Source: an optimization exercise on an open RTL-to-GDS flow (aim: small area and a short achievable clock period). Production flows keep margins and buffers that such runs may drop.
The RTL was checked by simulation tests, not by an equivalence proof against the original design.

## flow/flow/run.sh

```bash
#!/bin/bash
set -euo pipefail
W=$(pwd)
R=$W/orfs/results/$FLOW_PLATFORM/question_6/base
LIB=$FLOW_HOME/platforms/$FLOW_PLATFORM/lib/sky130_fd_sc_hd__tt_025C_1v80.lib

bash standard.sh synth > $W/log_1_standard_synth.txt 2>&1
cp $R/1_2_yosys.v $W/standard_synth.v

WORK=$W LIB_FILE=$LIB yosys -c flow/synth_map.tcl > $W/log_2_own_synth_yosys.txt 2>&1

# the registers must be those of the standard synthesis: same names, same cells
regs() { grep -oE 'sky130_fd_sc_hd__df[a-z0-9_]+ +[^ ]+' "$1" | sed -E 's/_[0-9]+ / /' | sort; }
regs $W/standard_synth.v > $W/regs_standard.txt
regs $W/own_synth.v > $W/regs_own.txt
if ! cmp -s $W/regs_standard.txt $W/regs_own.txt; then
  echo "registers differ from the standard synthesis" >&2
  diff $W/regs_standard.txt $W/regs_own.txt >&2 || true
  exit 1
fi

cp $W/own_synth.v $R/1_2_yosys.v
rm -f $R/1_synth.odb $R/1_synth.sdc

export BUFFER_PORTS_ARGS="-buffer_cell sky130_fd_sc_hd__buf_2"
export CTS_ARGS="-sink_clustering_enable -repair_clock_nets -buf_list sky130_fd_sc_hd__clkbuf_4 -root_buf sky130_fd_sc_hd__clkbuf_8 -sink_clustering_size 16 -dont_use_dummy_load"
bash standard.sh finish > $W/log_3_standard_layout.txt 2>&1
```

## flow/flow/q6_cells.v

```verilog
// One-to-one mapping of the design's q6_* gate modules onto library cells.
module q6_inv (input a, output y);
    sky130_fd_sc_hd__inv_1 _TECHMAP_REPLACE_ (.A(a), .Y(y));
endmodule
module q6_nand2 (input a, input b, output y);
    sky130_fd_sc_hd__nand2_1 _TECHMAP_REPLACE_ (.A(a), .B(b), .Y(y));
endmodule
module q6_nor2 (input a, input b, output y);
    sky130_fd_sc_hd__nor2_1 _TECHMAP_REPLACE_ (.A(a), .B(b), .Y(y));
endmodule
module q6_xor2 (input a, input b, output y);
    sky130_fd_sc_hd__xor2_1 _TECHMAP_REPLACE_ (.A(a), .B(b), .X(y));
endmodule
module q6_xnor2 (input a, input b, output y);
    sky130_fd_sc_hd__xnor2_1 _TECHMAP_REPLACE_ (.A(a), .B(b), .Y(y));
endmodule
module q6_nor2b (input a, input bn, output y);
    sky130_fd_sc_hd__nor2b_1 _TECHMAP_REPLACE_ (.A(a), .B_N(bn), .Y(y));
endmodule
module q6_o21ai (input a1, input a2, input b1, output y);
    sky130_fd_sc_hd__o21ai_1 _TECHMAP_REPLACE_ (.A1(a1), .A2(a2), .B1(b1), .Y(y));
endmodule
module q6_a21oi (input a1, input a2, input b1, output y);
    sky130_fd_sc_hd__a21oi_1 _TECHMAP_REPLACE_ (.A1(a1), .A2(a2), .B1(b1), .Y(y));
endmodule
// the reset inverter that the flip-flop mapping adds
module \$_NOT_ (input A, output Y);
    sky130_fd_sc_hd__inv_1 _TECHMAP_REPLACE_ (.A(A), .Y(Y));
endmodule
```

## flow/flow/synth_map.tcl

```tcl
# Own synthesis: the design's q6_* gate modules are mapped one to one onto
# library cells (flow/q6_cells.v); the registers are mapped and named as the
# standard synthesis does (<register>[<bit>]$_DFF_PP0_ on the same cell).
yosys -import
set lib $::env(LIB_FILE)
set top $::env(FLOW_TOP)
read_liberty -lib $lib
read_verilog -defer -sv $::env(FLOW_DESIGN)
hierarchy -check -top $top
yosys proc
opt_clean
techmap -map $::env(WORK)/flow/q6_cells.v
techmap
opt -fast
yosys rename -wire $top/t:\$_DFF*
dfflibmap -liberty $lib
opt -fast
techmap -map $::env(WORK)/flow/q6_cells.v
opt_clean -purge
hierarchy -top $top
check -assert -mapped
tee -o $::env(WORK)/own_synth.stat stat -liberty $lib
write_verilog -noattr -nohex -nodec $::env(WORK)/own_synth.v
```

## flow/standard.sh

```bash
#!/bin/bash
# synth_recipe.tcl (not shown) runs the flow's synth.tcl, then flattens the netlist and writes it again
# the make line also repeats each setting of config.mk as NAME=value (left out here)
make -C /OpenROAD-flow-scripts/flow DESIGN_CONFIG=/design/flow/config.mk WORK_HOME=/design/flow/orfs CLKGATE_MAP_FILE= SYNTH_SCRIPT=/design/flow/synth_recipe.tcl "${@:-finish}"
```

## flow/config.mk

```make
export PLATFORM = sky130hd
export DESIGN_NAME = question_6
export DESIGN_NICKNAME = question_6
export VERILOG_FILES = /design/flow/design.v
export SDC_FILE = /design/flow/constraint.sdc
export NUM_CORES = 4
export LEC_CHECK = 0
export CAP_MARGIN = 20
export CORE_MARGIN = 2
export CORE_UTILIZATION = 40
export SETUP_SLACK_MARGIN = 2.5
export SLEW_MARGIN = 20
export TNS_END_PERCENT = 100
```

## flow/constraint.sdc

```tcl
create_clock -name core_clock -period 5.0 [get_ports {clk}]
set_input_delay 1.0000 -clock core_clock [delete_from_list [all_inputs] [get_ports {clk}]]
set_output_delay 1.0000 -clock core_clock [all_outputs]
set_load 0.01 [all_outputs]
```

## flow/design.v

```verilog
module q6_inv (input a, output y);
    assign y = ~a;
endmodule
module q6_nand2 (input a, input b, output y);
    assign y = ~(a & b);
endmodule
module q6_nor2 (input a, input b, output y);
    assign y = ~(a | b);
endmodule
module q6_xor2 (input a, input b, output y);
    assign y = a ^ b;
endmodule
module q6_xnor2 (input a, input b, output y);
    assign y = ~(a ^ b);
endmodule
module q6_nor2b (input a, input bn, output y);
    assign y = ~(a | ~bn);
endmodule
module q6_o21ai (input a1, input a2, input b1, output y);
    assign y = ~((a1 | a2) & b1);
endmodule
module q6_a21oi (input a1, input a2, input b1, output y);
    assign y = ~((a1 & a2) | b1);
endmodule
module question_6(
    input clk,
    input rst,
    input signed [15:0] x,
    output reg signed [15:0] y
);
    reg signed [15:0] s1, s2, s3;
    wire [15:0] y_n, s1_n, s2_n;
    wire n1;
    q6_inv g1 (.a(x[0]), .y(n1));
    wire n2;
    q6_inv g2 (.a(x[1]), .y(n2));
    wire n3;
    q6_inv g3 (.a(x[2]), .y(n3));
    wire n4;
    q6_inv g4 (.a(x[3]), .y(n4));
    wire n5;
    q6_inv g5 (.a(x[4]), .y(n5));
    wire n6;
    q6_inv g6 (.a(x[5]), .y(n6));
    wire n7;
    q6_inv g7 (.a(x[6]), .y(n7));
    wire n8;
    q6_inv g8 (.a(x[7]), .y(n8));
    wire n9;
    q6_inv g9 (.a(x[8]), .y(n9));
    wire n10;
    q6_inv g10 (.a(x[9]), .y(n10));
    wire n11;
    q6_inv g11 (.a(x[10]), .y(n11));
    wire n12;
    q6_inv g12 (.a(x[11]), .y(n12));
    wire n13;
    q6_inv g13 (.a(x[12]), .y(n13));
    wire n14;
    q6_inv g14 (.a(x[13]), .y(n14));
    wire n15;
    q6_inv g15 (.a(x[14]), .y(n15));
    wire n16;
    q6_inv g16 (.a(x[15]), .y(n16));
    wire n17;
    q6_nand2 g17 (.a(x[0]), .b(s1[0]), .y(n17));
    wire n18;
    q6_nand2 g18 (.a(x[1]), .b(s1[1]), .y(n18));
    wire n19;
    q6_nand2 g19 (.a(x[2]), .b(s1[2]), .y(n19));
    wire n20;
    q6_nand2 g20 (.a(x[3]), .b(s1[3]), .y(n20));
    wire n21;
    q6_nand2 g21 (.a(x[4]), .b(s1[4]), .y(n21));
    wire n22;
    q6_nand2 g22 (.a(x[5]), .b(s1[5]), .y(n22));
    wire n23;
    q6_nand2 g23 (.a(x[6]), .b(s1[6]), .y(n23));
    wire n24;
    q6_nand2 g24 (.a(x[7]), .b(s1[7]), .y(n24));
    wire n25;
    q6_nand2 g25 (.a(x[8]), .b(s1[8]), .y(n25));
    wire n26;
    q6_nand2 g26 (.a(x[9]), .b(s1[9]), .y(n26));
    wire n27;
    q6_nand2 g27 (.a(x[10]), .b(s1[10]), .y(n27));
    wire n28;
    q6_nand2 g28 (.a(x[11]), .b(s1[11]), .y(n28));
    wire n29;
    q6_nand2 g29 (.a(x[12]), .b(s1[12]), .y(n29));
    wire n30;
    q6_nand2 g30 (.a(x[13]), .b(s1[13]), .y(n30));
    wire n31;
    q6_nand2 g31 (.a(x[14]), .b(s1[14]), .y(n31));
    wire n32;
    q6_nor2 g32 (.a(x[0]), .b(s1[0]), .y(n32));
    wire n33;
    q6_nor2 g33 (.a(x[1]), .b(s1[1]), .y(n33));
    wire n34;
    q6_nor2 g34 (.a(x[2]), .b(s1[2]), .y(n34));
    wire n35;
    q6_nor2 g35 (.a(x[3]), .b(s1[3]), .y(n35));
    wire n36;
    q6_nor2 g36 (.a(x[4]), .b(s1[4]), .y(n36));
    wire n37;
    q6_nor2 g37 (.a(x[5]), .b(s1[5]), .y(n37));
    wire n38;
    q6_nor2 g38 (.a(x[6]), .b(s1[6]), .y(n38));
    wire n39;
    q6_nor2 g39 (.a(x[7]), .b(s1[7]), .y(n39));
    wire n40;
    q6_nor2 g40 (.a(x[8]), .b(s1[8]), .y(n40));
    wire n41;
    q6_nor2 g41 (.a(x[9]), .b(s1[9]), .y(n41));
    wire n42;
    q6_nor2 g42 (.a(x[10]), .b(s1[10]), .y(n42));
    wire n43;
    q6_nor2 g43 (.a(x[11]), .b(s1[11]), .y(n43));
    wire n44;
    q6_nor2 g44 (.a(x[12]), .b(s1[12]), .y(n44));
    wire n45;
    q6_nor2 g45 (.a(x[13]), .b(s1[13]), .y(n45));
    wire n46;
    q6_nor2 g46 (.a(x[14]), .b(s1[14]), .y(n46));
    wire n47;
    q6_nor2b g47 (.a(n32), .bn(n17), .y(n47));
    wire n48;
    q6_nor2b g48 (.a(n33), .bn(n18), .y(n48));
    wire n49;
    q6_nor2b g49 (.a(n34), .bn(n19), .y(n49));
    wire n50;
    q6_nor2b g50 (.a(n35), .bn(n20), .y(n50));
    wire n51;
    q6_nor2b g51 (.a(n36), .bn(n21), .y(n51));
    wire n52;
    q6_nor2b g52 (.a(n37), .bn(n22), .y(n52));
    wire n53;
    q6_nor2b g53 (.a(n38), .bn(n23), .y(n53));
    wire n54;
    q6_nor2b g54 (.a(n39), .bn(n24), .y(n54));
    wire n55;
    q6_nor2b g55 (.a(n40), .bn(n25), .y(n55));
    wire n56;
    q6_nor2b g56 (.a(n41), .bn(n26), .y(n56));
    wire n57;
    q6_nor2b g57 (.a(n42), .bn(n27), .y(n57));
    wire n58;
    q6_nor2b g58 (.a(n43), .bn(n28), .y(n58));
    wire n59;
    q6_nor2b g59 (.a(n44), .bn(n29), .y(n59));
    wire n60;
    q6_nor2b g60 (.a(n45), .bn(n30), .y(n60));
    wire n61;
    q6_nor2b g61 (.a(n46), .bn(n31), .y(n61));
    wire n62;
    q6_xor2 g62 (.a(x[15]), .b(s1[15]), .y(n62));
    wire n63;
    q6_o21ai g63 (.a1(n33), .a2(n17), .b1(n18), .y(n63));
    wire n64;
    q6_o21ai g64 (.a1(n35), .a2(n19), .b1(n20), .y(n64));
    wire n65;
    q6_nor2 g65 (.a(n35), .b(n34), .y(n65));
    wire n66;
    q6_o21ai g66 (.a1(n37), .a2(n21), .b1(n22), .y(n66));
    wire n67;
    q6_nor2 g67 (.a(n37), .b(n36), .y(n67));
    wire n68;
    q6_o21ai g68 (.a1(n39), .a2(n23), .b1(n24), .y(n68));
    wire n69;
    q6_nor2 g69 (.a(n39), .b(n38), .y(n69));
    wire n70;
    q6_o21ai g70 (.a1(n41), .a2(n25), .b1(n26), .y(n70));
    wire n71;
    q6_nor2 g71 (.a(n41), .b(n40), .y(n71));
    wire n72;
    q6_o21ai g72 (.a1(n43), .a2(n27), .b1(n28), .y(n72));
    wire n73;
    q6_nor2 g73 (.a(n43), .b(n42), .y(n73));
    wire n74;
    q6_o21ai g74 (.a1(n45), .a2(n29), .b1(n30), .y(n74));
    wire n75;
    q6_nor2 g75 (.a(n45), .b(n44), .y(n75));
    wire n76;
    q6_inv g76 (.a(n19), .y(n76));
    wire n77;
    q6_inv g77 (.a(n34), .y(n77));
    wire n78;
    q6_a21oi g78 (.a1(n77), .a2(n63), .b1(n76), .y(n78));
    wire n79;
    q6_a21oi g79 (.a1(n65), .a2(n63), .b1(n64), .y(n79));
    wire n80;
    q6_inv g80 (.a(n23), .y(n80));
    wire n81;
    q6_inv g81 (.a(n38), .y(n81));
    wire n82;
    q6_a21oi g82 (.a1(n81), .a2(n66), .b1(n80), .y(n82));
    wire n83;
    q6_nand2 g83 (.a(n81), .b(n67), .y(n83));
    wire n84;
    q6_a21oi g84 (.a1(n69), .a2(n66), .b1(n68), .y(n84));
    wire n85;
    q6_nand2 g85 (.a(n69), .b(n67), .y(n85));
    wire n86;
    q6_inv g86 (.a(n27), .y(n86));
    wire n87;
    q6_inv g87 (.a(n42), .y(n87));
    wire n88;
    q6_a21oi g88 (.a1(n87), .a2(n70), .b1(n86), .y(n88));
    wire n89;
    q6_nand2 g89 (.a(n87), .b(n71), .y(n89));
    wire n90;
    q6_a21oi g90 (.a1(n73), .a2(n70), .b1(n72), .y(n90));
    wire n91;
    q6_nand2 g91 (.a(n73), .b(n71), .y(n91));
    wire n92;
    q6_inv g92 (.a(n31), .y(n92));
    wire n93;
    q6_inv g93 (.a(n46), .y(n93));
    wire n94;
    q6_a21oi g94 (.a1(n93), .a2(n74), .b1(n92), .y(n94));
    wire n95;
    q6_nand2 g95 (.a(n93), .b(n75), .y(n95));
    wire n96;
    q6_o21ai g96 (.a1(n36), .a2(n79), .b1(n21), .y(n96));
    wire n97;
    q6_inv g97 (.a(n66), .y(n97));
    wire n98;
    q6_inv g98 (.a(n67), .y(n98));
    wire n99;
    q6_o21ai g99 (.a1(n98), .a2(n79), .b1(n97), .y(n99));
    wire n100;
    q6_o21ai g100 (.a1(n83), .a2(n79), .b1(n82), .y(n100));
    wire n101;
    q6_o21ai g101 (.a1(n85), .a2(n79), .b1(n84), .y(n101));
    wire n102;
    q6_o21ai g102 (.a1(n44), .a2(n90), .b1(n29), .y(n102));
    wire n103;
    q6_nor2 g103 (.a(n44), .b(n91), .y(n103));
    wire n104;
    q6_inv g104 (.a(n74), .y(n104));
    wire n105;
    q6_inv g105 (.a(n75), .y(n105));
    wire n106;
    q6_o21ai g106 (.a1(n105), .a2(n90), .b1(n104), .y(n106));
    wire n107;
    q6_nor2 g107 (.a(n105), .b(n91), .y(n107));
    wire n108;
    q6_o21ai g108 (.a1(n95), .a2(n90), .b1(n94), .y(n108));
    wire n109;
    q6_nor2 g109 (.a(n95), .b(n91), .y(n109));
    wire n110;
    q6_inv g110 (.a(n25), .y(n110));
    wire n111;
    q6_inv g111 (.a(n40), .y(n111));
    wire n112;
    q6_a21oi g112 (.a1(n111), .a2(n101), .b1(n110), .y(n112));
    wire n113;
    q6_a21oi g113 (.a1(n71), .a2(n101), .b1(n70), .y(n113));
    wire n114;
    q6_inv g114 (.a(n88), .y(n114));
    wire n115;
    q6_inv g115 (.a(n89), .y(n115));
    wire n116;
    q6_a21oi g116 (.a1(n115), .a2(n101), .b1(n114), .y(n116));
    wire n117;
    q6_inv g117 (.a(n90), .y(n117));
    wire n118;
    q6_inv g118 (.a(n91), .y(n118));
    wire n119;
    q6_a21oi g119 (.a1(n118), .a2(n101), .b1(n117), .y(n119));
    wire n120;
    q6_a21oi g120 (.a1(n103), .a2(n101), .b1(n102), .y(n120));
    wire n121;
    q6_a21oi g121 (.a1(n107), .a2(n101), .b1(n106), .y(n121));
    wire n122;
    q6_a21oi g122 (.a1(n109), .a2(n101), .b1(n108), .y(n122));
    wire n123;
    q6_xnor2 g123 (.a(n48), .b(n17), .y(n123));
    wire n124;
    q6_xor2 g124 (.a(n49), .b(n63), .y(n124));
    wire n125;
    q6_xnor2 g125 (.a(n50), .b(n78), .y(n125));
    wire n126;
    q6_xnor2 g126 (.a(n51), .b(n79), .y(n126));
    wire n127;
    q6_xor2 g127 (.a(n52), .b(n96), .y(n127));
    wire n128;
    q6_xor2 g128 (.a(n53), .b(n99), .y(n128));
    wire n129;
    q6_xor2 g129 (.a(n54), .b(n100), .y(n129));
    wire n130;
    q6_xor2 g130 (.a(n55), .b(n101), .y(n130));
    wire n131;
    q6_xnor2 g131 (.a(n56), .b(n112), .y(n131));
    wire n132;
    q6_xnor2 g132 (.a(n57), .b(n113), .y(n132));
    wire n133;
    q6_xnor2 g133 (.a(n58), .b(n116), .y(n133));
    wire n134;
    q6_xnor2 g134 (.a(n59), .b(n119), .y(n134));
    wire n135;
    q6_xnor2 g135 (.a(n60), .b(n120), .y(n135));
    wire n136;
    q6_xnor2 g136 (.a(n61), .b(n121), .y(n136));
    wire n137;
    q6_xnor2 g137 (.a(n62), .b(n122), .y(n137));
    wire n138;
    q6_xnor2 g138 (.a(s2[0]), .b(y[1]), .y(n138));
    wire n139;
    q6_xor2 g139 (.a(n138), .b(x[0]), .y(n139));
    wire n140;
    q6_nand2 g140 (.a(s2[0]), .b(y[1]), .y(n140));
    wire n141;
    q6_nor2 g141 (.a(s2[0]), .b(y[1]), .y(n141));
    wire n142;
    q6_o21ai g142 (.a1(x[0]), .a2(n141), .b1(n140), .y(n142));
    wire n143;
    q6_xnor2 g143 (.a(s2[1]), .b(y[2]), .y(n143));
    wire n144;
    q6_xor2 g144 (.a(n143), .b(x[1]), .y(n144));
    wire n145;
    q6_nand2 g145 (.a(s2[1]), .b(y[2]), .y(n145));
    wire n146;
    q6_nor2 g146 (.a(s2[1]), .b(y[2]), .y(n146));
    wire n147;
    q6_o21ai g147 (.a1(x[1]), .a2(n146), .b1(n145), .y(n147));
    wire n148;
    q6_xnor2 g148 (.a(s2[2]), .b(y[3]), .y(n148));
    wire n149;
    q6_xor2 g149 (.a(n148), .b(x[2]), .y(n149));
    wire n150;
    q6_nand2 g150 (.a(s2[2]), .b(y[3]), .y(n150));
    wire n151;
    q6_nor2 g151 (.a(s2[2]), .b(y[3]), .y(n151));
    wire n152;
    q6_o21ai g152 (.a1(x[2]), .a2(n151), .b1(n150), .y(n152));
    wire n153;
    q6_xnor2 g153 (.a(s2[3]), .b(y[4]), .y(n153));
    wire n154;
    q6_xor2 g154 (.a(n153), .b(x[3]), .y(n154));
    wire n155;
    q6_nand2 g155 (.a(s2[3]), .b(y[4]), .y(n155));
    wire n156;
    q6_nor2 g156 (.a(s2[3]), .b(y[4]), .y(n156));
    wire n157;
    q6_o21ai g157 (.a1(x[3]), .a2(n156), .b1(n155), .y(n157));
    wire n158;
    q6_xnor2 g158 (.a(s2[4]), .b(y[5]), .y(n158));
    wire n159;
    q6_xor2 g159 (.a(n158), .b(x[4]), .y(n159));
    wire n160;
    q6_nand2 g160 (.a(s2[4]), .b(y[5]), .y(n160));
    wire n161;
    q6_nor2 g161 (.a(s2[4]), .b(y[5]), .y(n161));
    wire n162;
    q6_o21ai g162 (.a1(x[4]), .a2(n161), .b1(n160), .y(n162));
    wire n163;
    q6_xnor2 g163 (.a(s2[5]), .b(y[6]), .y(n163));
    wire n164;
    q6_xor2 g164 (.a(n163), .b(x[5]), .y(n164));
    wire n165;
    q6_nand2 g165 (.a(s2[5]), .b(y[6]), .y(n165));
    wire n166;
    q6_nor2 g166 (.a(s2[5]), .b(y[6]), .y(n166));
    wire n167;
    q6_o21ai g167 (.a1(x[5]), .a2(n166), .b1(n165), .y(n167));
    wire n168;
    q6_xnor2 g168 (.a(s2[6]), .b(y[7]), .y(n168));
    wire n169;
    q6_xor2 g169 (.a(n168), .b(x[6]), .y(n169));
    wire n170;
    q6_nand2 g170 (.a(s2[6]), .b(y[7]), .y(n170));
    wire n171;
    q6_nor2 g171 (.a(s2[6]), .b(y[7]), .y(n171));
    wire n172;
    q6_o21ai g172 (.a1(x[6]), .a2(n171), .b1(n170), .y(n172));
    wire n173;
    q6_xnor2 g173 (.a(s2[7]), .b(y[8]), .y(n173));
    wire n174;
    q6_xor2 g174 (.a(n173), .b(x[7]), .y(n174));
    wire n175;
    q6_nand2 g175 (.a(s2[7]), .b(y[8]), .y(n175));
    wire n176;
    q6_nor2 g176 (.a(s2[7]), .b(y[8]), .y(n176));
    wire n177;
    q6_o21ai g177 (.a1(x[7]), .a2(n176), .b1(n175), .y(n177));
    wire n178;
    q6_xnor2 g178 (.a(s2[8]), .b(y[9]), .y(n178));
    wire n179;
    q6_xor2 g179 (.a(n178), .b(x[8]), .y(n179));
    wire n180;
    q6_nand2 g180 (.a(s2[8]), .b(y[9]), .y(n180));
    wire n181;
    q6_nor2 g181 (.a(s2[8]), .b(y[9]), .y(n181));
    wire n182;
    q6_o21ai g182 (.a1(x[8]), .a2(n181), .b1(n180), .y(n182));
    wire n183;
    q6_xnor2 g183 (.a(s2[9]), .b(y[10]), .y(n183));
    wire n184;
    q6_xor2 g184 (.a(n183), .b(x[9]), .y(n184));
    wire n185;
    q6_nand2 g185 (.a(s2[9]), .b(y[10]), .y(n185));
    wire n186;
    q6_nor2 g186 (.a(s2[9]), .b(y[10]), .y(n186));
    wire n187;
    q6_o21ai g187 (.a1(x[9]), .a2(n186), .b1(n185), .y(n187));
    wire n188;
    q6_xnor2 g188 (.a(s2[10]), .b(y[11]), .y(n188));
    wire n189;
    q6_xor2 g189 (.a(n188), .b(x[10]), .y(n189));
    wire n190;
    q6_nand2 g190 (.a(s2[10]), .b(y[11]), .y(n190));
    wire n191;
    q6_nor2 g191 (.a(s2[10]), .b(y[11]), .y(n191));
    wire n192;
    q6_o21ai g192 (.a1(x[10]), .a2(n191), .b1(n190), .y(n192));
    wire n193;
    q6_xnor2 g193 (.a(s2[11]), .b(y[12]), .y(n193));
    wire n194;
    q6_xor2 g194 (.a(n193), .b(x[11]), .y(n194));
    wire n195;
    q6_nand2 g195 (.a(s2[11]), .b(y[12]), .y(n195));
    wire n196;
    q6_nor2 g196 (.a(s2[11]), .b(y[12]), .y(n196));
    wire n197;
    q6_o21ai g197 (.a1(x[11]), .a2(n196), .b1(n195), .y(n197));
    wire n198;
    q6_xnor2 g198 (.a(s2[12]), .b(y[13]), .y(n198));
    wire n199;
    q6_xor2 g199 (.a(n198), .b(x[12]), .y(n199));
    wire n200;
    q6_nand2 g200 (.a(s2[12]), .b(y[13]), .y(n200));
    wire n201;
    q6_nor2 g201 (.a(s2[12]), .b(y[13]), .y(n201));
    wire n202;
    q6_o21ai g202 (.a1(x[12]), .a2(n201), .b1(n200), .y(n202));
    wire n203;
    q6_xnor2 g203 (.a(s2[13]), .b(y[14]), .y(n203));
    wire n204;
    q6_xor2 g204 (.a(n203), .b(x[13]), .y(n204));
    wire n205;
    q6_nand2 g205 (.a(s2[13]), .b(y[14]), .y(n205));
    wire n206;
    q6_nor2 g206 (.a(s2[13]), .b(y[14]), .y(n206));
    wire n207;
    q6_o21ai g207 (.a1(x[13]), .a2(n206), .b1(n205), .y(n207));
    wire n208;
    q6_xnor2 g208 (.a(s2[14]), .b(y[15]), .y(n208));
    wire n209;
    q6_xor2 g209 (.a(n208), .b(x[14]), .y(n209));
    wire n210;
    q6_nand2 g210 (.a(s2[14]), .b(y[15]), .y(n210));
    wire n211;
    q6_nor2 g211 (.a(s2[14]), .b(y[15]), .y(n211));
    wire n212;
    q6_o21ai g212 (.a1(x[14]), .a2(n211), .b1(n210), .y(n212));
    wire n213;
    q6_xnor2 g213 (.a(s2[15]), .b(y[15]), .y(n213));
    wire n214;
    q6_xor2 g214 (.a(n213), .b(x[15]), .y(n214));
    wire n215;
    q6_inv g215 (.a(n139), .y(n215));
    wire n216;
    q6_nand2 g216 (.a(n144), .b(n142), .y(n216));
    wire n217;
    q6_nand2 g217 (.a(n149), .b(n147), .y(n217));
    wire n218;
    q6_nand2 g218 (.a(n154), .b(n152), .y(n218));
    wire n219;
    q6_nand2 g219 (.a(n159), .b(n157), .y(n219));
    wire n220;
    q6_nand2 g220 (.a(n164), .b(n162), .y(n220));
    wire n221;
    q6_nand2 g221 (.a(n169), .b(n167), .y(n221));
    wire n222;
    q6_nand2 g222 (.a(n174), .b(n172), .y(n222));
    wire n223;
    q6_nand2 g223 (.a(n179), .b(n177), .y(n223));
    wire n224;
    q6_nand2 g224 (.a(n184), .b(n182), .y(n224));
    wire n225;
    q6_nand2 g225 (.a(n189), .b(n187), .y(n225));
    wire n226;
    q6_nand2 g226 (.a(n194), .b(n192), .y(n226));
    wire n227;
    q6_nand2 g227 (.a(n199), .b(n197), .y(n227));
    wire n228;
    q6_nand2 g228 (.a(n204), .b(n202), .y(n228));
    wire n229;
    q6_nand2 g229 (.a(n209), .b(n207), .y(n229));
    wire n230;
    q6_nor2 g230 (.a(n144), .b(n142), .y(n230));
    wire n231;
    q6_nor2 g231 (.a(n149), .b(n147), .y(n231));
    wire n232;
    q6_nor2 g232 (.a(n154), .b(n152), .y(n232));
    wire n233;
    q6_nor2 g233 (.a(n159), .b(n157), .y(n233));
    wire n234;
    q6_nor2 g234 (.a(n164), .b(n162), .y(n234));
    wire n235;
    q6_nor2 g235 (.a(n169), .b(n167), .y(n235));
    wire n236;
    q6_nor2 g236 (.a(n174), .b(n172), .y(n236));
    wire n237;
    q6_nor2 g237 (.a(n179), .b(n177), .y(n237));
    wire n238;
    q6_nor2 g238 (.a(n184), .b(n182), .y(n238));
    wire n239;
    q6_nor2 g239 (.a(n189), .b(n187), .y(n239));
    wire n240;
    q6_nor2 g240 (.a(n194), .b(n192), .y(n240));
    wire n241;
    q6_nor2 g241 (.a(n199), .b(n197), .y(n241));
    wire n242;
    q6_nor2 g242 (.a(n204), .b(n202), .y(n242));
    wire n243;
    q6_nor2 g243 (.a(n209), .b(n207), .y(n243));
    wire n244;
    q6_nor2b g244 (.a(n230), .bn(n216), .y(n244));
    wire n245;
    q6_nor2b g245 (.a(n231), .bn(n217), .y(n245));
    wire n246;
    q6_nor2b g246 (.a(n232), .bn(n218), .y(n246));
    wire n247;
    q6_nor2b g247 (.a(n233), .bn(n219), .y(n247));
    wire n248;
    q6_nor2b g248 (.a(n234), .bn(n220), .y(n248));
    wire n249;
    q6_nor2b g249 (.a(n235), .bn(n221), .y(n249));
    wire n250;
    q6_nor2b g250 (.a(n236), .bn(n222), .y(n250));
    wire n251;
    q6_nor2b g251 (.a(n237), .bn(n223), .y(n251));
    wire n252;
    q6_nor2b g252 (.a(n238), .bn(n224), .y(n252));
    wire n253;
    q6_nor2b g253 (.a(n239), .bn(n225), .y(n253));
    wire n254;
    q6_nor2b g254 (.a(n240), .bn(n226), .y(n254));
    wire n255;
    q6_nor2b g255 (.a(n241), .bn(n227), .y(n255));
    wire n256;
    q6_nor2b g256 (.a(n242), .bn(n228), .y(n256));
    wire n257;
    q6_nor2b g257 (.a(n243), .bn(n229), .y(n257));
    wire n258;
    q6_xor2 g258 (.a(n214), .b(n212), .y(n258));
    wire n259;
    q6_inv g259 (.a(n216), .y(n259));
    wire n260;
    q6_inv g260 (.a(n230), .y(n260));
    wire n261;
    q6_a21oi g261 (.a1(n260), .a2(n139), .b1(n259), .y(n261));
    wire n262;
    q6_o21ai g262 (.a1(n232), .a2(n217), .b1(n218), .y(n262));
    wire n263;
    q6_nor2 g263 (.a(n232), .b(n231), .y(n263));
    wire n264;
    q6_o21ai g264 (.a1(n234), .a2(n219), .b1(n220), .y(n264));
    wire n265;
    q6_nor2 g265 (.a(n234), .b(n233), .y(n265));
    wire n266;
    q6_o21ai g266 (.a1(n236), .a2(n221), .b1(n222), .y(n266));
    wire n267;
    q6_nor2 g267 (.a(n236), .b(n235), .y(n267));
    wire n268;
    q6_o21ai g268 (.a1(n238), .a2(n223), .b1(n224), .y(n268));
    wire n269;
    q6_nor2 g269 (.a(n238), .b(n237), .y(n269));
    wire n270;
    q6_o21ai g270 (.a1(n240), .a2(n225), .b1(n226), .y(n270));
    wire n271;
    q6_nor2 g271 (.a(n240), .b(n239), .y(n271));
    wire n272;
    q6_o21ai g272 (.a1(n242), .a2(n227), .b1(n228), .y(n272));
    wire n273;
    q6_nor2 g273 (.a(n242), .b(n241), .y(n273));
    wire n274;
    q6_o21ai g274 (.a1(n231), .a2(n261), .b1(n217), .y(n274));
    wire n275;
    q6_inv g275 (.a(n262), .y(n275));
    wire n276;
    q6_inv g276 (.a(n263), .y(n276));
    wire n277;
    q6_o21ai g277 (.a1(n276), .a2(n261), .b1(n275), .y(n277));
    wire n278;
    q6_inv g278 (.a(n221), .y(n278));
    wire n279;
    q6_inv g279 (.a(n235), .y(n279));
    wire n280;
    q6_a21oi g280 (.a1(n279), .a2(n264), .b1(n278), .y(n280));
    wire n281;
    q6_nand2 g281 (.a(n279), .b(n265), .y(n281));
    wire n282;
    q6_a21oi g282 (.a1(n267), .a2(n264), .b1(n266), .y(n282));
    wire n283;
    q6_nand2 g283 (.a(n267), .b(n265), .y(n283));
    wire n284;
    q6_inv g284 (.a(n225), .y(n284));
    wire n285;
    q6_inv g285 (.a(n239), .y(n285));
    wire n286;
    q6_a21oi g286 (.a1(n285), .a2(n268), .b1(n284), .y(n286));
    wire n287;
    q6_nand2 g287 (.a(n285), .b(n269), .y(n287));
    wire n288;
    q6_a21oi g288 (.a1(n271), .a2(n268), .b1(n270), .y(n288));
    wire n289;
    q6_nand2 g289 (.a(n271), .b(n269), .y(n289));
    wire n290;
    q6_inv g290 (.a(n229), .y(n290));
    wire n291;
    q6_inv g291 (.a(n243), .y(n291));
    wire n292;
    q6_a21oi g292 (.a1(n291), .a2(n272), .b1(n290), .y(n292));
    wire n293;
    q6_nand2 g293 (.a(n291), .b(n273), .y(n293));
    wire n294;
    q6_inv g294 (.a(n219), .y(n294));
    wire n295;
    q6_inv g295 (.a(n233), .y(n295));
    wire n296;
    q6_a21oi g296 (.a1(n295), .a2(n277), .b1(n294), .y(n296));
    wire n297;
    q6_a21oi g297 (.a1(n265), .a2(n277), .b1(n264), .y(n297));
    wire n298;
    q6_inv g298 (.a(n280), .y(n298));
    wire n299;
    q6_inv g299 (.a(n281), .y(n299));
    wire n300;
    q6_a21oi g300 (.a1(n299), .a2(n277), .b1(n298), .y(n300));
    wire n301;
    q6_inv g301 (.a(n282), .y(n301));
    wire n302;
    q6_inv g302 (.a(n283), .y(n302));
    wire n303;
    q6_a21oi g303 (.a1(n302), .a2(n277), .b1(n301), .y(n303));
    wire n304;
    q6_o21ai g304 (.a1(n241), .a2(n288), .b1(n227), .y(n304));
    wire n305;
    q6_nor2 g305 (.a(n241), .b(n289), .y(n305));
    wire n306;
    q6_inv g306 (.a(n272), .y(n306));
    wire n307;
    q6_inv g307 (.a(n273), .y(n307));
    wire n308;
    q6_o21ai g308 (.a1(n307), .a2(n288), .b1(n306), .y(n308));
    wire n309;
    q6_nor2 g309 (.a(n307), .b(n289), .y(n309));
    wire n310;
    q6_o21ai g310 (.a1(n293), .a2(n288), .b1(n292), .y(n310));
    wire n311;
    q6_nor2 g311 (.a(n293), .b(n289), .y(n311));
    wire n312;
    q6_o21ai g312 (.a1(n237), .a2(n303), .b1(n223), .y(n312));
    wire n313;
    q6_inv g313 (.a(n268), .y(n313));
    wire n314;
    q6_inv g314 (.a(n269), .y(n314));
    wire n315;
    q6_o21ai g315 (.a1(n314), .a2(n303), .b1(n313), .y(n315));
    wire n316;
    q6_o21ai g316 (.a1(n287), .a2(n303), .b1(n286), .y(n316));
    wire n317;
    q6_o21ai g317 (.a1(n289), .a2(n303), .b1(n288), .y(n317));
    wire n318;
    q6_inv g318 (.a(n304), .y(n318));
    wire n319;
    q6_inv g319 (.a(n305), .y(n319));
    wire n320;
    q6_o21ai g320 (.a1(n319), .a2(n303), .b1(n318), .y(n320));
    wire n321;
    q6_inv g321 (.a(n308), .y(n321));
    wire n322;
    q6_inv g322 (.a(n309), .y(n322));
    wire n323;
    q6_o21ai g323 (.a1(n322), .a2(n303), .b1(n321), .y(n323));
    wire n324;
    q6_inv g324 (.a(n310), .y(n324));
    wire n325;
    q6_inv g325 (.a(n311), .y(n325));
    wire n326;
    q6_o21ai g326 (.a1(n325), .a2(n303), .b1(n324), .y(n326));
    wire n327;
    q6_xor2 g327 (.a(n244), .b(n139), .y(n327));
    wire n328;
    q6_xnor2 g328 (.a(n245), .b(n261), .y(n328));
    wire n329;
    q6_xor2 g329 (.a(n246), .b(n274), .y(n329));
    wire n330;
    q6_xor2 g330 (.a(n247), .b(n277), .y(n330));
    wire n331;
    q6_xnor2 g331 (.a(n248), .b(n296), .y(n331));
    wire n332;
    q6_xnor2 g332 (.a(n249), .b(n297), .y(n332));
    wire n333;
    q6_xnor2 g333 (.a(n250), .b(n300), .y(n333));
    wire n334;
    q6_xnor2 g334 (.a(n251), .b(n303), .y(n334));
    wire n335;
    q6_xor2 g335 (.a(n252), .b(n312), .y(n335));
    wire n336;
    q6_xor2 g336 (.a(n253), .b(n315), .y(n336));
    wire n337;
    q6_xor2 g337 (.a(n254), .b(n316), .y(n337));
    wire n338;
    q6_xor2 g338 (.a(n255), .b(n317), .y(n338));
    wire n339;
    q6_xor2 g339 (.a(n256), .b(n320), .y(n339));
    wire n340;
    q6_xor2 g340 (.a(n257), .b(n323), .y(n340));
    wire n341;
    q6_xor2 g341 (.a(n258), .b(n326), .y(n341));
    wire n342;
    q6_xnor2 g342 (.a(s3[0]), .b(y[2]), .y(n342));
    wire n343;
    q6_xnor2 g343 (.a(n342), .b(x[0]), .y(n343));
    wire n344;
    q6_nand2 g344 (.a(s3[0]), .b(y[2]), .y(n344));
    wire n345;
    q6_nor2 g345 (.a(s3[0]), .b(y[2]), .y(n345));
    wire n346;
    q6_o21ai g346 (.a1(n1), .a2(n345), .b1(n344), .y(n346));
    wire n347;
    q6_xnor2 g347 (.a(s3[1]), .b(y[3]), .y(n347));
    wire n348;
    q6_xnor2 g348 (.a(n347), .b(x[1]), .y(n348));
    wire n349;
    q6_nand2 g349 (.a(s3[1]), .b(y[3]), .y(n349));
    wire n350;
    q6_nor2 g350 (.a(s3[1]), .b(y[3]), .y(n350));
    wire n351;
    q6_o21ai g351 (.a1(n2), .a2(n350), .b1(n349), .y(n351));
    wire n352;
    q6_xnor2 g352 (.a(s3[2]), .b(y[4]), .y(n352));
    wire n353;
    q6_xnor2 g353 (.a(n352), .b(x[2]), .y(n353));
    wire n354;
    q6_nand2 g354 (.a(s3[2]), .b(y[4]), .y(n354));
    wire n355;
    q6_nor2 g355 (.a(s3[2]), .b(y[4]), .y(n355));
    wire n356;
    q6_o21ai g356 (.a1(n3), .a2(n355), .b1(n354), .y(n356));
    wire n357;
    q6_xnor2 g357 (.a(s3[3]), .b(y[5]), .y(n357));
    wire n358;
    q6_xnor2 g358 (.a(n357), .b(x[3]), .y(n358));
    wire n359;
    q6_nand2 g359 (.a(s3[3]), .b(y[5]), .y(n359));
    wire n360;
    q6_nor2 g360 (.a(s3[3]), .b(y[5]), .y(n360));
    wire n361;
    q6_o21ai g361 (.a1(n4), .a2(n360), .b1(n359), .y(n361));
    wire n362;
    q6_xnor2 g362 (.a(s3[4]), .b(y[6]), .y(n362));
    wire n363;
    q6_xnor2 g363 (.a(n362), .b(x[4]), .y(n363));
    wire n364;
    q6_nand2 g364 (.a(s3[4]), .b(y[6]), .y(n364));
    wire n365;
    q6_nor2 g365 (.a(s3[4]), .b(y[6]), .y(n365));
    wire n366;
    q6_o21ai g366 (.a1(n5), .a2(n365), .b1(n364), .y(n366));
    wire n367;
    q6_xnor2 g367 (.a(s3[5]), .b(y[7]), .y(n367));
    wire n368;
    q6_xnor2 g368 (.a(n367), .b(x[5]), .y(n368));
    wire n369;
    q6_nand2 g369 (.a(s3[5]), .b(y[7]), .y(n369));
    wire n370;
    q6_nor2 g370 (.a(s3[5]), .b(y[7]), .y(n370));
    wire n371;
    q6_o21ai g371 (.a1(n6), .a2(n370), .b1(n369), .y(n371));
    wire n372;
    q6_xnor2 g372 (.a(s3[6]), .b(y[8]), .y(n372));
    wire n373;
    q6_xnor2 g373 (.a(n372), .b(x[6]), .y(n373));
    wire n374;
    q6_nand2 g374 (.a(s3[6]), .b(y[8]), .y(n374));
    wire n375;
    q6_nor2 g375 (.a(s3[6]), .b(y[8]), .y(n375));
    wire n376;
    q6_o21ai g376 (.a1(n7), .a2(n375), .b1(n374), .y(n376));
    wire n377;
    q6_xnor2 g377 (.a(s3[7]), .b(y[9]), .y(n377));
    wire n378;
    q6_xnor2 g378 (.a(n377), .b(x[7]), .y(n378));
    wire n379;
    q6_nand2 g379 (.a(s3[7]), .b(y[9]), .y(n379));
    wire n380;
    q6_nor2 g380 (.a(s3[7]), .b(y[9]), .y(n380));
    wire n381;
    q6_o21ai g381 (.a1(n8), .a2(n380), .b1(n379), .y(n381));
    wire n382;
    q6_xnor2 g382 (.a(s3[8]), .b(y[10]), .y(n382));
    wire n383;
    q6_xnor2 g383 (.a(n382), .b(x[8]), .y(n383));
    wire n384;
    q6_nand2 g384 (.a(s3[8]), .b(y[10]), .y(n384));
    wire n385;
    q6_nor2 g385 (.a(s3[8]), .b(y[10]), .y(n385));
    wire n386;
    q6_o21ai g386 (.a1(n9), .a2(n385), .b1(n384), .y(n386));
    wire n387;
    q6_xnor2 g387 (.a(s3[9]), .b(y[11]), .y(n387));
    wire n388;
    q6_xnor2 g388 (.a(n387), .b(x[9]), .y(n388));
    wire n389;
    q6_nand2 g389 (.a(s3[9]), .b(y[11]), .y(n389));
    wire n390;
    q6_nor2 g390 (.a(s3[9]), .b(y[11]), .y(n390));
    wire n391;
    q6_o21ai g391 (.a1(n10), .a2(n390), .b1(n389), .y(n391));
    wire n392;
    q6_xnor2 g392 (.a(s3[10]), .b(y[12]), .y(n392));
    wire n393;
    q6_xnor2 g393 (.a(n392), .b(x[10]), .y(n393));
    wire n394;
    q6_nand2 g394 (.a(s3[10]), .b(y[12]), .y(n394));
    wire n395;
    q6_nor2 g395 (.a(s3[10]), .b(y[12]), .y(n395));
    wire n396;
    q6_o21ai g396 (.a1(n11), .a2(n395), .b1(n394), .y(n396));
    wire n397;
    q6_xnor2 g397 (.a(s3[11]), .b(y[13]), .y(n397));
    wire n398;
    q6_xnor2 g398 (.a(n397), .b(x[11]), .y(n398));
    wire n399;
    q6_nand2 g399 (.a(s3[11]), .b(y[13]), .y(n399));
    wire n400;
    q6_nor2 g400 (.a(s3[11]), .b(y[13]), .y(n400));
    wire n401;
    q6_o21ai g401 (.a1(n12), .a2(n400), .b1(n399), .y(n401));
    wire n402;
    q6_xnor2 g402 (.a(s3[12]), .b(y[14]), .y(n402));
    wire n403;
    q6_xnor2 g403 (.a(n402), .b(x[12]), .y(n403));
    wire n404;
    q6_nand2 g404 (.a(s3[12]), .b(y[14]), .y(n404));
    wire n405;
    q6_nor2 g405 (.a(s3[12]), .b(y[14]), .y(n405));
    wire n406;
    q6_o21ai g406 (.a1(n13), .a2(n405), .b1(n404), .y(n406));
    wire n407;
    q6_xnor2 g407 (.a(s3[13]), .b(y[15]), .y(n407));
    wire n408;
    q6_xnor2 g408 (.a(n407), .b(x[13]), .y(n408));
    wire n409;
    q6_nand2 g409 (.a(s3[13]), .b(y[15]), .y(n409));
    wire n410;
    q6_nor2 g410 (.a(s3[13]), .b(y[15]), .y(n410));
    wire n411;
    q6_o21ai g411 (.a1(n14), .a2(n410), .b1(n409), .y(n411));
    wire n412;
    q6_xnor2 g412 (.a(s3[14]), .b(y[15]), .y(n412));
    wire n413;
    q6_xnor2 g413 (.a(n412), .b(x[14]), .y(n413));
    wire n414;
    q6_nand2 g414 (.a(s3[14]), .b(y[15]), .y(n414));
    wire n415;
    q6_nor2 g415 (.a(s3[14]), .b(y[15]), .y(n415));
    wire n416;
    q6_o21ai g416 (.a1(n15), .a2(n415), .b1(n414), .y(n416));
    wire n417;
    q6_xnor2 g417 (.a(s3[15]), .b(y[15]), .y(n417));
    wire n418;
    q6_xnor2 g418 (.a(n417), .b(x[15]), .y(n418));
    wire n419;
    q6_nand2 g419 (.a(n348), .b(n346), .y(n419));
    wire n420;
    q6_nand2 g420 (.a(n353), .b(n351), .y(n420));
    wire n421;
    q6_nand2 g421 (.a(n358), .b(n356), .y(n421));
    wire n422;
    q6_nand2 g422 (.a(n363), .b(n361), .y(n422));
    wire n423;
    q6_nand2 g423 (.a(n368), .b(n366), .y(n423));
    wire n424;
    q6_nand2 g424 (.a(n373), .b(n371), .y(n424));
    wire n425;
    q6_nand2 g425 (.a(n378), .b(n376), .y(n425));
    wire n426;
    q6_nand2 g426 (.a(n383), .b(n381), .y(n426));
    wire n427;
    q6_nand2 g427 (.a(n388), .b(n386), .y(n427));
    wire n428;
    q6_nand2 g428 (.a(n393), .b(n391), .y(n428));
    wire n429;
    q6_nand2 g429 (.a(n398), .b(n396), .y(n429));
    wire n430;
    q6_nand2 g430 (.a(n403), .b(n401), .y(n430));
    wire n431;
    q6_nand2 g431 (.a(n408), .b(n406), .y(n431));
    wire n432;
    q6_nand2 g432 (.a(n413), .b(n411), .y(n432));
    wire n433;
    q6_nor2 g433 (.a(n348), .b(n346), .y(n433));
    wire n434;
    q6_nor2 g434 (.a(n353), .b(n351), .y(n434));
    wire n435;
    q6_nor2 g435 (.a(n358), .b(n356), .y(n435));
    wire n436;
    q6_nor2 g436 (.a(n363), .b(n361), .y(n436));
    wire n437;
    q6_nor2 g437 (.a(n368), .b(n366), .y(n437));
    wire n438;
    q6_nor2 g438 (.a(n373), .b(n371), .y(n438));
    wire n439;
    q6_nor2 g439 (.a(n378), .b(n376), .y(n439));
    wire n440;
    q6_nor2 g440 (.a(n383), .b(n381), .y(n440));
    wire n441;
    q6_nor2 g441 (.a(n388), .b(n386), .y(n441));
    wire n442;
    q6_nor2 g442 (.a(n393), .b(n391), .y(n442));
    wire n443;
    q6_nor2 g443 (.a(n398), .b(n396), .y(n443));
    wire n444;
    q6_nor2 g444 (.a(n403), .b(n401), .y(n444));
    wire n445;
    q6_nor2 g445 (.a(n408), .b(n406), .y(n445));
    wire n446;
    q6_nor2 g446 (.a(n413), .b(n411), .y(n446));
    wire n447;
    q6_nor2b g447 (.a(n433), .bn(n419), .y(n447));
    wire n448;
    q6_nor2b g448 (.a(n434), .bn(n420), .y(n448));
    wire n449;
    q6_nor2b g449 (.a(n435), .bn(n421), .y(n449));
    wire n450;
    q6_nor2b g450 (.a(n436), .bn(n422), .y(n450));
    wire n451;
    q6_nor2b g451 (.a(n437), .bn(n423), .y(n451));
    wire n452;
    q6_nor2b g452 (.a(n438), .bn(n424), .y(n452));
    wire n453;
    q6_nor2b g453 (.a(n439), .bn(n425), .y(n453));
    wire n454;
    q6_nor2b g454 (.a(n440), .bn(n426), .y(n454));
    wire n455;
    q6_nor2b g455 (.a(n441), .bn(n427), .y(n455));
    wire n456;
    q6_nor2b g456 (.a(n442), .bn(n428), .y(n456));
    wire n457;
    q6_nor2b g457 (.a(n443), .bn(n429), .y(n457));
    wire n458;
    q6_nor2b g458 (.a(n444), .bn(n430), .y(n458));
    wire n459;
    q6_nor2b g459 (.a(n445), .bn(n431), .y(n459));
    wire n460;
    q6_nor2b g460 (.a(n446), .bn(n432), .y(n460));
    wire n461;
    q6_xor2 g461 (.a(n418), .b(n416), .y(n461));
    wire n462;
    q6_o21ai g462 (.a1(n434), .a2(n419), .b1(n420), .y(n462));
    wire n463;
    q6_o21ai g463 (.a1(n436), .a2(n421), .b1(n422), .y(n463));
    wire n464;
    q6_nor2 g464 (.a(n436), .b(n435), .y(n464));
    wire n465;
    q6_o21ai g465 (.a1(n438), .a2(n423), .b1(n424), .y(n465));
    wire n466;
    q6_nor2 g466 (.a(n438), .b(n437), .y(n466));
    wire n467;
    q6_o21ai g467 (.a1(n440), .a2(n425), .b1(n426), .y(n467));
    wire n468;
    q6_nor2 g468 (.a(n440), .b(n439), .y(n468));
    wire n469;
    q6_o21ai g469 (.a1(n442), .a2(n427), .b1(n428), .y(n469));
    wire n470;
    q6_nor2 g470 (.a(n442), .b(n441), .y(n470));
    wire n471;
    q6_o21ai g471 (.a1(n444), .a2(n429), .b1(n430), .y(n471));
    wire n472;
    q6_nor2 g472 (.a(n444), .b(n443), .y(n472));
    wire n473;
    q6_o21ai g473 (.a1(n446), .a2(n431), .b1(n432), .y(n473));
    wire n474;
    q6_nor2 g474 (.a(n446), .b(n445), .y(n474));
    wire n475;
    q6_inv g475 (.a(n421), .y(n475));
    wire n476;
    q6_inv g476 (.a(n435), .y(n476));
    wire n477;
    q6_a21oi g477 (.a1(n476), .a2(n462), .b1(n475), .y(n477));
    wire n478;
    q6_a21oi g478 (.a1(n464), .a2(n462), .b1(n463), .y(n478));
    wire n479;
    q6_inv g479 (.a(n425), .y(n479));
    wire n480;
    q6_inv g480 (.a(n439), .y(n480));
    wire n481;
    q6_a21oi g481 (.a1(n480), .a2(n465), .b1(n479), .y(n481));
    wire n482;
    q6_nand2 g482 (.a(n480), .b(n466), .y(n482));
    wire n483;
    q6_a21oi g483 (.a1(n468), .a2(n465), .b1(n467), .y(n483));
    wire n484;
    q6_nand2 g484 (.a(n468), .b(n466), .y(n484));
    wire n485;
    q6_inv g485 (.a(n429), .y(n485));
    wire n486;
    q6_inv g486 (.a(n443), .y(n486));
    wire n487;
    q6_a21oi g487 (.a1(n486), .a2(n469), .b1(n485), .y(n487));
    wire n488;
    q6_nand2 g488 (.a(n486), .b(n470), .y(n488));
    wire n489;
    q6_a21oi g489 (.a1(n472), .a2(n469), .b1(n471), .y(n489));
    wire n490;
    q6_nand2 g490 (.a(n472), .b(n470), .y(n490));
    wire n491;
    q6_o21ai g491 (.a1(n437), .a2(n478), .b1(n423), .y(n491));
    wire n492;
    q6_inv g492 (.a(n465), .y(n492));
    wire n493;
    q6_inv g493 (.a(n466), .y(n493));
    wire n494;
    q6_o21ai g494 (.a1(n493), .a2(n478), .b1(n492), .y(n494));
    wire n495;
    q6_o21ai g495 (.a1(n482), .a2(n478), .b1(n481), .y(n495));
    wire n496;
    q6_o21ai g496 (.a1(n484), .a2(n478), .b1(n483), .y(n496));
    wire n497;
    q6_o21ai g497 (.a1(n445), .a2(n489), .b1(n431), .y(n497));
    wire n498;
    q6_nor2 g498 (.a(n445), .b(n490), .y(n498));
    wire n499;
    q6_inv g499 (.a(n473), .y(n499));
    wire n500;
    q6_inv g500 (.a(n474), .y(n500));
    wire n501;
    q6_o21ai g501 (.a1(n500), .a2(n489), .b1(n499), .y(n501));
    wire n502;
    q6_nor2 g502 (.a(n500), .b(n490), .y(n502));
    wire n503;
    q6_inv g503 (.a(n427), .y(n503));
    wire n504;
    q6_inv g504 (.a(n441), .y(n504));
    wire n505;
    q6_a21oi g505 (.a1(n504), .a2(n496), .b1(n503), .y(n505));
    wire n506;
    q6_a21oi g506 (.a1(n470), .a2(n496), .b1(n469), .y(n506));
    wire n507;
    q6_inv g507 (.a(n487), .y(n507));
    wire n508;
    q6_inv g508 (.a(n488), .y(n508));
    wire n509;
    q6_a21oi g509 (.a1(n508), .a2(n496), .b1(n507), .y(n509));
    wire n510;
    q6_inv g510 (.a(n489), .y(n510));
    wire n511;
    q6_inv g511 (.a(n490), .y(n511));
    wire n512;
    q6_a21oi g512 (.a1(n511), .a2(n496), .b1(n510), .y(n512));
    wire n513;
    q6_a21oi g513 (.a1(n498), .a2(n496), .b1(n497), .y(n513));
    wire n514;
    q6_a21oi g514 (.a1(n502), .a2(n496), .b1(n501), .y(n514));
    wire n515;
    q6_xnor2 g515 (.a(n448), .b(n419), .y(n515));
    wire n516;
    q6_xor2 g516 (.a(n449), .b(n462), .y(n516));
    wire n517;
    q6_xnor2 g517 (.a(n450), .b(n477), .y(n517));
    wire n518;
    q6_xnor2 g518 (.a(n451), .b(n478), .y(n518));
    wire n519;
    q6_xor2 g519 (.a(n452), .b(n491), .y(n519));
    wire n520;
    q6_xor2 g520 (.a(n453), .b(n494), .y(n520));
    wire n521;
    q6_xor2 g521 (.a(n454), .b(n495), .y(n521));
    wire n522;
    q6_xor2 g522 (.a(n455), .b(n496), .y(n522));
    wire n523;
    q6_xnor2 g523 (.a(n456), .b(n505), .y(n523));
    wire n524;
    q6_xnor2 g524 (.a(n457), .b(n506), .y(n524));
    wire n525;
    q6_xnor2 g525 (.a(n458), .b(n509), .y(n525));
    wire n526;
    q6_xnor2 g526 (.a(n459), .b(n512), .y(n526));
    wire n527;
    q6_xnor2 g527 (.a(n460), .b(n513), .y(n527));
    wire n528;
    q6_xnor2 g528 (.a(n461), .b(n514), .y(n528));
    assign y_n[0] = n47;
    assign s1_n[0] = n215;
    assign s2_n[0] = n343;
    assign y_n[1] = n123;
    assign s1_n[1] = n327;
    assign s2_n[1] = n447;
    assign y_n[2] = n124;
    assign s1_n[2] = n328;
    assign s2_n[2] = n515;
    assign y_n[3] = n125;
    assign s1_n[3] = n329;
    assign s2_n[3] = n516;
    assign y_n[4] = n126;
    assign s1_n[4] = n330;
    assign s2_n[4] = n517;
    assign y_n[5] = n127;
    assign s1_n[5] = n331;
    assign s2_n[5] = n518;
    assign y_n[6] = n128;
    assign s1_n[6] = n332;
    assign s2_n[6] = n519;
    assign y_n[7] = n129;
    assign s1_n[7] = n333;
    assign s2_n[7] = n520;
    assign y_n[8] = n130;
    assign s1_n[8] = n334;
    assign s2_n[8] = n521;
    assign y_n[9] = n131;
    assign s1_n[9] = n335;
    assign s2_n[9] = n522;
    assign y_n[10] = n132;
    assign s1_n[10] = n336;
    assign s2_n[10] = n523;
    assign y_n[11] = n133;
    assign s1_n[11] = n337;
    assign s2_n[11] = n524;
    assign y_n[12] = n134;
    assign s1_n[12] = n338;
    assign s2_n[12] = n525;
    assign y_n[13] = n135;
    assign s1_n[13] = n339;
    assign s2_n[13] = n526;
    assign y_n[14] = n136;
    assign s1_n[14] = n340;
    assign s2_n[14] = n527;
    assign y_n[15] = n137;
    assign s1_n[15] = n341;
    assign s2_n[15] = n528;
    always @(posedge clk or posedge rst) begin
        if (rst) begin
            s1 <= 16'sd0;
            s2 <= 16'sd0;
            s3 <= 16'sd0;
            y  <= 16'sd0;
        end else begin
            y  <= y_n;
            s1 <= s1_n;
            s2 <= s2_n;
            s3 <= y;
        end
    end
endmodule
```

==> results.toml, run 1 <==
[floorplanning]
rows = 38
fp.dieH_um = 109
core_um2 = 10700
start_util = 0.408
ios = 34
die_w_um = 109
die_area_um2 = 11800

[timing]
rsz0062_at_grt = "false"
slew_violations = 0
setup_viol = 0
min_period_ns = 2.36
max_freq_mhz = 424
holdWs_ns = 0.385
skew_ns = 0.0212
max_slew.worst_pin.slew_ns = 0.838
relSlewSlack = 0.442
fin_crit_sh = 0.472
fin_setup_tns_ns = 0
hold_viol_final = 0
setup_ws_ns = 2.64

[synth]
syn_avg_cell_area_um2 = 7.41
synthesis.area_um2 = 4390
yosysWarningCount = 1
synthCells = 592
synth_fp_nets = 610

[setup_path]
path_max_fanout = 8
crit_top_cell = "xor2_1"
startpoint_type = "primary input"
reg2reg_depth = 9
critPathMaxStageDelay_ns = 0.30
crit_buf_inv = 2
crit_slowest_cell = "a21oi_4"
cp-end-kind = "register"
critPathKind = "primary input to register"
cp.required_ns = 5.21
path_cells = "buf_2, xor2_1, nor2_1, inv_1, a21oi_1, o21ai_2, a21oi_4, o21ai_1, xor2_1"
cp_num_cells = 9
cp_top_family = "compound AO/OA/AOI/OAI gates"
arrival_ns = 2.56

[clock_network]
cts_buffers = 9
clk_pin_slew_worst_paths_ns = 0.07
h-tree-depth = 3
clk-insertion-delay-late_ns = 0.33
hold_buffers = 0
clk_path_buf_depth = 2
root_buffer = "clkbuf_8"
cts_tree = "yes"
cts_sinks = 64
cts_setup_buffers = 0

[route]
drtAntennaViolNets = 0
wire_per_inst_um = 11.4
viasPerCell = 4.66
drt_first_iter_violations = 104
routed_wl_um = 8830
num_vias = 3610
first_pass_iters = 4
drc = 0

[finish]
n_antenna_cell = 0
nNetsFinal = 655
drive_above_1_share = 0.0787
final_util = 0.456
syn_to_final_growth_pct = 11.7

[min_path]
min_path_type = "register to register"
hold_path_depth = 0

[outcome]
status = "timing/DRC/antenna clean"

[global_routing]
grtUsageTotal = 0.164
first_global_vias = 3486
grt_pass1_wl_um = 15300
antenna_found_initial = 0
grt_overflow = 0
grt_max_degree = 65

[placement]
pre_cts_ws_ns = 1.93
gp_congestion = 0.787
io_buffers = 33
hpwl_um = 6720

[flow_run]
cap_violations = 0
==> metrics by stage <==
stage	instance area, µm²	cells
after floorplan	4390	592
after global placement	4740	766
after detailed placement	4740	766
after CTS	4880	775
after global routing	4900	775
final	4900	775
==> final cells by class <==
cell class | count | area [µm²]
well taps | 140 | 175
fillers | 1086 | 5850
inverters | 77 | 293
clock buffers | 9 | 124
multi-input cells | 451 | 2530
repair buffers | 34 | 173
flip-flops and latches | 64 | 1600
==> flip-flops by register name, summed over array words and instances (netlist names) <==
signal	cells
y	16
s1	16
s3	16
s2	16
==> worst paths after layout <==
kind | start | to | slack, ns
min in group asynchronous | rst | y[8]$_DFF_PP0_ | 0.94
max in group asynchronous | rst | s2[10]$_DFF_PP0_ | 3.51
max | x[1] | s1[15]$_DFF_PP0_ | 2.64
min | y[0]$_DFF_PP0_ | s3[0]$_DFF_PP0_ | 0.39
max reg2reg | y[2]$_DFF_PP0_ | s1[15]$_DFF_PP0_ | 2.77
min reg2reg | y[0]$_DFF_PP0_ | s3[0]$_DFF_PP0_ | 0.39
==> routing by layer <==
metal	up-vias	routed length (µm)	track usage
met5	-	0	0
met4	0	183	0.0586
met3	14	283	0.0424
met2	50	4220	0.280
met1	1626	4140	0.199
li1	1920	-	-
==> worst register-to-register path, stage by stage, from the launching register on <==
cell and delay [ns]:
dfrtp_1 0.48, xnor2_1 0.17, xor2_1 0.18, nor2_1 0.15, inv_1 0.05, a21oi_1 0.28, o21ai_2 0.20, a21oi_4 0.31
o21ai_1 0.13, xor2_1 0.15
==> what timing repair did <==
item                       in CTS  in global routing
pin swaps                       0                  2
resized for setup               4                  3
setup endpoints to repair      21                 17
==> cells in the final DEF, fill, tap and decap left out <==
cell type   count
inv_1          76
o21ai_4         1
buf_2          33
a21oi_2         2
buf_4           1
dfrtp_1        64
clkbuf_8        9
nand2_1        87
o21ai_1        72
o21ai_2         2
a21oi_1        33
clkinvlp_4      1
a21oi_4         1
xor2_1         39
xnor2_1        72
nor2_1         99
nor2b_1        43
==> run 2: changes to the inputs <==
--- a/flow/config.mk
+++ b/flow/config.mk
@@ -8,6 +8,6 @@
 export CAP_MARGIN = 20
 export CORE_MARGIN = 2
 export CORE_UTILIZATION = 40
-export SETUP_SLACK_MARGIN = 2.5
+export SETUP_SLACK_MARGIN = 2.9
 export SLEW_MARGIN = 20
 export TNS_END_PERCENT = 100
==> run 2 against run 1 <==
Still clean. Cell count rose by 1.9%. Setup slack improved by 0.24 ns. Register-to-register slack improved by 0.22 ns. Highest routed layer unchanged.
==> results.toml, run 2 <==
[outcome]
status = "timing/DRC/antenna clean"

[global_routing]
grt_max_degree = 44
grt_overflow = 0
grtUsageTotal = 0.163
grt_pass1_wl_um = 14900
antenna_found_initial = 0
first_global_vias = 3479

[clock_network]
clk_path_buf_depth = 2
clk-insertion-delay-late_ns = 0.34
cts_tree = "yes"
h-tree-depth = 3
root_buffer = "clkbuf_8"
cts_buffers = 9
cts_sinks = 64
clk_pin_slew_worst_paths_ns = 0.06

[timing]
min_period_ns = 2.12
skew_ns = 0.0110
hold_viol_final = 0
slew_violations = 0
setup_viol = 0
setup_ws_ns = 2.88
fin_setup_tns_ns = 0
max_slew.worst_pin.slew_ns = 0.582
relSlewSlack = 0.611
rsz0062_at_grt = "true"
max_freq_mhz = 472
fin_crit_sh = 0.424

[synth]
yosysWarningCount = 1
synthesis.area_um2 = 4390
syn_avg_cell_area_um2 = 7.41
synth_fp_nets = 610
synthCells = 592

[setup_path]
path_max_fanout = 8
arrival_ns = 2.35
cp-end-kind = "register"
cp.required_ns = 5.23
startpoint_type = "primary input"
critPathKind = "primary input to register"

[route]
drtAntennaViolNets = 0
num_vias = 3773
drc = 0
drt_first_iter_violations = 134
viasPerCell = 4.78
first_pass_iters = 4
wire_per_inst_um = 11.7
routed_wl_um = 9250

[floorplanning]
rows = 38
die_area_um2 = 11800
die_w_um = 109
start_util = 0.408
ios = 34
core_um2 = 10700
fp.dieH_um = 109

[flow_run]
cap_violations = 0

[finish]
final_util = 0.509
drive_above_1_share = 0.222
nNetsFinal = 670
layout_common_cells = "nor2_1, nand2_1, inv_1"
n_antenna_cell = 0
syn_to_final_growth_pct = 24.8
final_cell_area_um2 = 5470
final_common_cell = "nor2_1"

[placement]
gp_congestion = 0.813
post_dp_cell_area_um2 = 4880
io_buffers = 33
hpwl_um = 6710
pre_cts_ws_ns = 2.35

[min_path]
min_path_type = "register to register"

[power_and_ir_drop]
run 2: stage by stage:
stage          hold WS (ns)  instances
3_5_place_dp          0.377        766
5_1_grt               0.394        790
4_1_cts               0.393        779
6_report              0.388        790
2_1_floorplan         0.416        592
3_3_place_gp          0.362        766
run 2: cell type report:
cell class | instances | area, µm²
Tap cell | 140 | 175
Multi-Input combinational cell | 451 | 2900
Clock buffer | 9 | 124
Timing Repair Buffer | 49 | 357
Inverter | 77 | 300
Sequential cell | 64 | 1620
Fill cell | 1023 | 5270
run 2: path summary, 6_finish.rpt:
check                               start  slack, ns                to  depth (start not counted)
setup / recovery                     x[7]       2.88  s1[13]$_DFF_PP0_                         10
hold / removal             y[0]$_DFF_PP0_       0.39   s3[0]$_DFF_PP0_                          0
setup reg to reg           y[8]$_DFF_PP0_       2.99  s1[13]$_DFF_PP0_                         10
hold reg to reg            y[0]$_DFF_PP0_       0.39   s3[0]$_DFF_PP0_                          0
max in group asynchronous             rst       3.42    y[2]$_DFF_PP0_                          4
min in group asynchronous             rst       0.71   s3[7]$_DFF_PP0_                          2
run 2: critical path: stages:
cell and delay, ns:
clkbuf_4 0.16, xor2_2 0.16, nor2_1 0.18, o21ai_1 0.12, a21oi_1 0.15, inv_1 0.08
a21oi_4 0.14, buf_12 0.14, o21ai_1 0.07, xor2_1 0.14
run 2: metal layers:
layer,wire length (µm),track usage
met5,0,0
met4,111,0.0577
met3,280,0.0448
met2,4600,0.288
met1,4260,0.189
run 2: timing repair:
action	4_1_cts	5_1_grt
pin swaps	10	15
endpoints found under the setup margin	25	32
gates resized for setup	18	61
hold buffers	0	0
buffers inserted	4	10

## re-timing with driven ports
The results above use ideal ports. As a check the final layouts listed here were re-extracted and re-timed, cells and wires unchanged.
Step 1: set_driving_cell puts a clkbuf_16 on clk and a buf_2 on each other input, an assumption about the parent block.
Step 2 moves the port delays by t, midway between the first and last clock arrival at a register: inputs arrive t later, outputs are due t later. That takes back most of the time a late clock gives input paths.
Three values: no drivers, after step 1, after step 2; two values: the first two.
run | t (ns) | slack for setup (ns) | worst setup path after step 2 | worst register clock-pin slew, ns | cell pins on the clock port's net
run 1 | 0.356 | 2.642 / 2.657 / 2.301 | input to register | 0.07 / 0.07 | 1
run 2 | 0.366 | 2.880 / 2.889 / 2.523 | input to register | 0.06 / 0.06 | 1
After both steps setup and hold are still met in every run listed. The setup slack of run 2, which loses most, moves by +0.009 ns with the drivers and by -0.357 ns with both steps.
